This is an optimization exercise on Yosys and OpenROAD, whose aim is small area and a short achievable clock period, not a production implementation. Where RTL was checked, it was by simulation tests only, not by an equivalence proof against the original. No activity file was given, so power comes from the tool's default toggle rates.

==> trial 62: inputs <==
Design sobel_mod, start of the top module:
module sobel_mod (
    input clk,
    input rst,
    input [7:0] cam_red_i,
    input [7:0] cam_green_i,
    input [7:0] cam_blue_i,
    input cam_done_i,
    output [7:0] sobel_red_o,
    output [7:0] sobel_green_o,
    output [7:0] sobel_blue_o,
    output sobel_done_o
);
==> module sobel_mod, before the edit <==
module sobel_mod (
    input clk,
    input rst,
    input [7:0] cam_red_i,
    input [7:0] cam_green_i,
    input [7:0] cam_blue_i,
    input cam_done_i,
    output [7:0] sobel_red_o,
    output [7:0] sobel_green_o,
    output [7:0] sobel_blue_o,
    output sobel_done_o
);
localparam THRESHOLD = 60;
reg  [6:0]  ga;       
reg  [7:0]  gb;       
reg  [4:0]  gc;       
reg         iv;       
reg  [13:0] cnt;      
reg         armed;    
reg         r1I;      
always @(posedge clk) begin
    ga <= {2'b00, cam_red_i[7:2]} + {4'b0000, cam_red_i[7:5]};
    gb <= {1'b0, cam_green_i[7:1]} + {4'b0000, cam_green_i[7:4]};
    gc <= {1'b0, cam_blue_i[7:4]} + {2'b00, cam_blue_i[7:5]};
    iv <= ~rst & cam_done_i;
    cnt <= iv ? cnt + 14'd1 : 14'd0;
    r1I <= iv & (((cnt[13:7] == 7'd1) & (cnt[6:0] != 7'd127)) |
                 ((cnt[13:7] == 7'd0) & (cnt[6:0] == 7'd127)));
    armed <= ~rst & (armed | (iv & (cnt == 14'd129)));
end
reg  [7:0]  g0;       
reg         r0G;      
reg         r1G;      
reg         c0G;      
reg         goG;      
always @(posedge clk) begin
    g0  <= {1'b0, ga} + gb + {3'b000, gc};
    r0G <= (cnt[13:7] == 7'd0);
    r1G <= r1I;
    c0G <= (cnt[6:0] == 7'd0);
end
always @(posedge clk) begin
    if (rst) goG <= 1'b0;
    else     goG <= iv & (armed | (cnt == 14'd129));
end
reg [2047:0] line;
always @(posedge clk)
    line <= {line[2039:0], g0};
wire [7:0] mid = line[127*8 +: 8];   
wire [7:0] top = line[255*8 +: 8];   
wire [7:0] topn = line[254*8 +: 8];
wire [7:0] midn = line[126*8 +: 8];
reg  [9:0] pt;
always @(posedge clk)
    pt <= {2'b00, r1I ? 8'd0 : topn} + {1'b0, midn, 1'b0};
wire [7:0] top_m = r1G ? 8'd0 : top;
wire [7:0] bot_m = r0G ? 8'd0 : g0;
reg  [9:0] vB;    
reg  [8:0] dyB;   
reg        c0B;   
reg        go1;
always @(posedge clk) begin
    vB  <= pt + {2'b00, bot_m};
    dyB <= {1'b0, top_m} - {1'b0, bot_m};
    c0B <= c0G;
end
reg  [9:0]  vD;    
reg  [9:0]  vL;    
reg  [8:0]  dyD;   
reg  [10:0] P;     
reg  [10:0] gxr;   
reg  [10:0] gyr;   
reg         go2;
wire [9:0] vR  = c0B ? 10'd0 : vB;
wire [8:0] dyR = c0B ? 9'd0  : dyB;
always @(posedge clk) begin
    vD  <= vB;
    vL  <= c0B ? 10'd0 : vD;
    dyD <= dyB;
    P   <= (c0B ? 11'd0 : {{2{dyD[8]}}, dyD}) + {dyB[8], dyB, 1'b0};
    gxr <= {1'b0, vL} - {1'b0, vR};
    gyr <= P + {{2{dyR[8]}}, dyR};
end
reg [9:0] s1;      
reg       sx1;     
reg       go3;
wire       sx  = gxr[10];
wire       sy  = gyr[10];
wire [9:0] gxi = gxr[9:0] ^ {10{sx}};
wire [9:0] gyi = gyr[9:0] ^ {10{sy}};
wire [10:0] ssum = {gxi, 1'b1} + {gyi, sy};
always @(posedge clk) begin
    s1  <= ssum[10:1];
    sx1 <= sx;
end
wire [9:0] s = s1 + {9'd0, sx1};    
reg [7:0] outp;
reg       go4;
always @(posedge clk)
    outp <= (s >= THRESHOLD) ? 8'd255 : s[7:0];
always @(posedge clk) begin
    if (rst) begin
        go1 <= 1'b0;
        go2 <= 1'b0;
        go3 <= 1'b0;
        go4 <= 1'b0;
    end else begin
        go1 <= goG;
        go2 <= go1;
        go3 <= go2;
        go4 <= go3;
    end
end
assign sobel_red_o   = outp;
assign sobel_green_o = outp;
assign sobel_blue_o  = outp;
assign sobel_done_o  = go4;
endmodule
==> flow/config.mk <==
export PLATFORM = sky130hd
export DESIGN_NAME = sobel_mod
export DESIGN_NICKNAME = sobel_mod
export VERILOG_FILES = /design/flow/design.v
export SDC_FILE = /design/flow/constraint.sdc
export NUM_CORES = 4
export LEC_CHECK = 0
export ABC_AREA = 1
export CAP_MARGIN = 20
export CORE_MARGIN = 2
export CORE_UTILIZATION = 60
export SETUP_SLACK_MARGIN = 3.0
export SLEW_MARGIN = 20
==> flow/constraint.sdc <==
create_clock -name core_clock -period 5.0 [get_ports {clk}]
set_input_delay 1.0000 -clock core_clock [delete_from_list [all_inputs] [get_ports {clk}]]
set_output_delay 1.0000 -clock core_clock [all_outputs]
set_load 0.01 [all_outputs]
standard.sh (not shown) runs the stock make flow with config.mk's settings and CLKGATE_MAP_FILE= SYNTH_SCRIPT=/design/flow/synth_recipe.tcl, a recipe that flattens the netlist after the stock synthesis.
==> flow/flow/run.sh <==
#!/bin/bash
# The standard layout (the standard.sh), with clock tree synthesis told
# to cluster up to 34 sinks per leaf buffer and to add no dummy loads.
set -euo pipefail
export CTS_ARGS="-sink_clustering_enable -repair_clock_nets -sink_clustering_size 34 -sink_clustering_max_diameter 60 -dont_use_dummy_load"
bash standard.sh > standard_flow.log 2>&1
==> inputs of build 92, as changes to trial 62 <==
--- a/flow/design.v
+++ b/flow/design.v
@@ -18,15 +18,12 @@
 reg         iv;       
 reg  [13:0] cnt;      
 reg         armed;    
-reg         r1I;      
 always @(posedge clk) begin
     ga <= {2'b00, cam_red_i[7:2]} + {4'b0000, cam_red_i[7:5]};
     gb <= {1'b0, cam_green_i[7:1]} + {4'b0000, cam_green_i[7:4]};
     gc <= {1'b0, cam_blue_i[7:4]} + {2'b00, cam_blue_i[7:5]};
     iv <= ~rst & cam_done_i;
     cnt <= iv ? cnt + 14'd1 : 14'd0;
-    r1I <= iv & (((cnt[13:7] == 7'd1) & (cnt[6:0] != 7'd127)) |
-                 ((cnt[13:7] == 7'd0) & (cnt[6:0] == 7'd127)));
     armed <= ~rst & (armed | (iv & (cnt == 14'd129)));
 end
 reg  [7:0]  g0;       
@@ -37,7 +34,7 @@
 always @(posedge clk) begin
     g0  <= {1'b0, ga} + gb + {3'b000, gc};
     r0G <= (cnt[13:7] == 7'd0);
-    r1G <= r1I;
+    r1G <= (cnt[13:7] == 7'd1);
     c0G <= (cnt[6:0] == 7'd0);
 end
 always @(posedge clk) begin
@@ -49,11 +46,6 @@
     line <= {line[2039:0], g0};
 wire [7:0] mid = line[127*8 +: 8];   
 wire [7:0] top = line[255*8 +: 8];   
-wire [7:0] topn = line[254*8 +: 8];
-wire [7:0] midn = line[126*8 +: 8];
-reg  [9:0] pt;
-always @(posedge clk)
-    pt <= {2'b00, r1I ? 8'd0 : topn} + {1'b0, midn, 1'b0};
 wire [7:0] top_m = r1G ? 8'd0 : top;
 wire [7:0] bot_m = r0G ? 8'd0 : g0;
 reg  [9:0] vB;    
@@ -61,7 +53,7 @@
 reg        c0B;   
 reg        go1;
 always @(posedge clk) begin
-    vB  <= pt + {2'b00, bot_m};
+    vB  <= {2'b00, top_m} + {1'b0, mid, 1'b0} + {2'b00, bot_m};
     dyB <= {1'b0, top_m} - {1'b0, bot_m};
     c0B <= c0G;
 end
@@ -69,8 +61,7 @@
 reg  [9:0]  vL;    
 reg  [8:0]  dyD;   
 reg  [10:0] P;     
-reg  [10:0] gxr;   
-reg  [10:0] gyr;   
+reg  signed [10:0] gxr, gyr;
 reg         go2;
 wire [9:0] vR  = c0B ? 10'd0 : vB;
 wire [8:0] dyR = c0B ? 9'd0  : dyB;
@@ -82,19 +73,14 @@
     gxr <= {1'b0, vL} - {1'b0, vR};
     gyr <= P + {{2{dyR[8]}}, dyR};
 end
-reg [9:0] s1;      
-reg       sx1;     
+reg [9:0] s;
 reg       go3;
-wire       sx  = gxr[10];
-wire       sy  = gyr[10];
+wire       sx = gxr[10];
+wire       sy = gyr[10];
 wire [9:0] gxi = gxr[9:0] ^ {10{sx}};
 wire [9:0] gyi = gyr[9:0] ^ {10{sy}};
-wire [10:0] ssum = {gxi, 1'b1} + {gyi, sy};
-always @(posedge clk) begin
-    s1  <= ssum[10:1];
-    sx1 <= sx;
-end
-wire [9:0] s = s1 + {9'd0, sx1};    
+always @(posedge clk)
+    s <= gxi + gyi + {9'd0, sx} + {9'd0, sy};
 reg [7:0] outp;
 reg       go4;
 always @(posedge clk)
==> flow/run.sh (new file) <==
#!/bin/bash
# synth_recipe.tcl (not shown) runs the flow's synth.tcl, then flattens the netlist and writes it again
# the make line also repeats each setting of config.mk as NAME=value (left out here)
make -C /OpenROAD-flow-scripts/flow DESIGN_CONFIG=/design/flow/config.mk WORK_HOME=/design/flow/orfs CLKGATE_MAP_FILE= SYNTH_SCRIPT=/design/flow/synth_recipe.tcl finish
--- a/flow/config.mk
+++ b/flow/config.mk
@@ -5,9 +5,9 @@
 export SDC_FILE = /design/flow/constraint.sdc
 export NUM_CORES = 4
 export LEC_CHECK = 0
-export ABC_AREA = 1
 export CAP_MARGIN = 20
 export CORE_MARGIN = 2
 export CORE_UTILIZATION = 60
-export SETUP_SLACK_MARGIN = 3.0
+export CTS_BUF_LIST = sky130_fd_sc_hd__clkbuf_8 sky130_fd_sc_hd__clkbuf_4
+export SETUP_SLACK_MARGIN = 2.7
 export SLEW_MARGIN = 20
removed: flow/flow/run.sh
removed: flow/standard.sh
==> run summary <==
### Synth
- 15.95 µm² — Synth Area per Inst
- 49520 µm² — summed instance area of the synthesized netlist
- 0.8942 — area fraction of the dominant cell type after synthesis

### Outcome
- no timing/DRC/antenna violations — outcome

### Worst setup path
- outp[0]$_SDFF_PP1_ — launch point of the critical path

Source of the figures above: trial 62

==> run summary <==
### Outcome
- no timing/DRC/antenna violations — outcome

### Synth
- 0.9067 — area fraction of the dominant cell type after synthesis
- 48490 µm² — summed instance area of the synthesized netlist

### Place
- 50110 µm² — placed cell areas

### Pwr
- 0.1959 — switching share of power

Source of the figures above: build 92

The RTL of build 92 was laid out without a check of its function.

==> re-timing with driven ports <==
In the flow no input, the clock included, has a driving cell. The finished layouts below were timed again as built, in two steps. Step 1, drivers: a clkbuf_16 drives clk and a buf_2 each remaining input, both assumed. Step 2 times the ports against the registers' clock, not the clock port: input delays grow and output delays shrink by t, the midpoint of the rising clock arrivals with the driver on. Three values: ideal ports, drivers, drivers and shift; two values: the first two.
| run | shift t [ns] | setup slack, ns | worst setup path at the end | slew at the worst register clock pin (ns) | pins driven straight from the clock port |
|---|---|---|---|---|---|
| trial 62 | 0.696 | 2.859 / 2.800 / 2.415 | input to register | 0.11 / 0.11 | 1 |
| build 92 | 0.891 | 2.576 / 2.576 / 2.104 | input to register | 0.07 / 0.07 | 1 |
After both steps setup and hold are still met in every run listed. For build 92, which loses most, drivers alone change the setup slack by 0.000 ns; drivers and shift together by -0.472 ns.
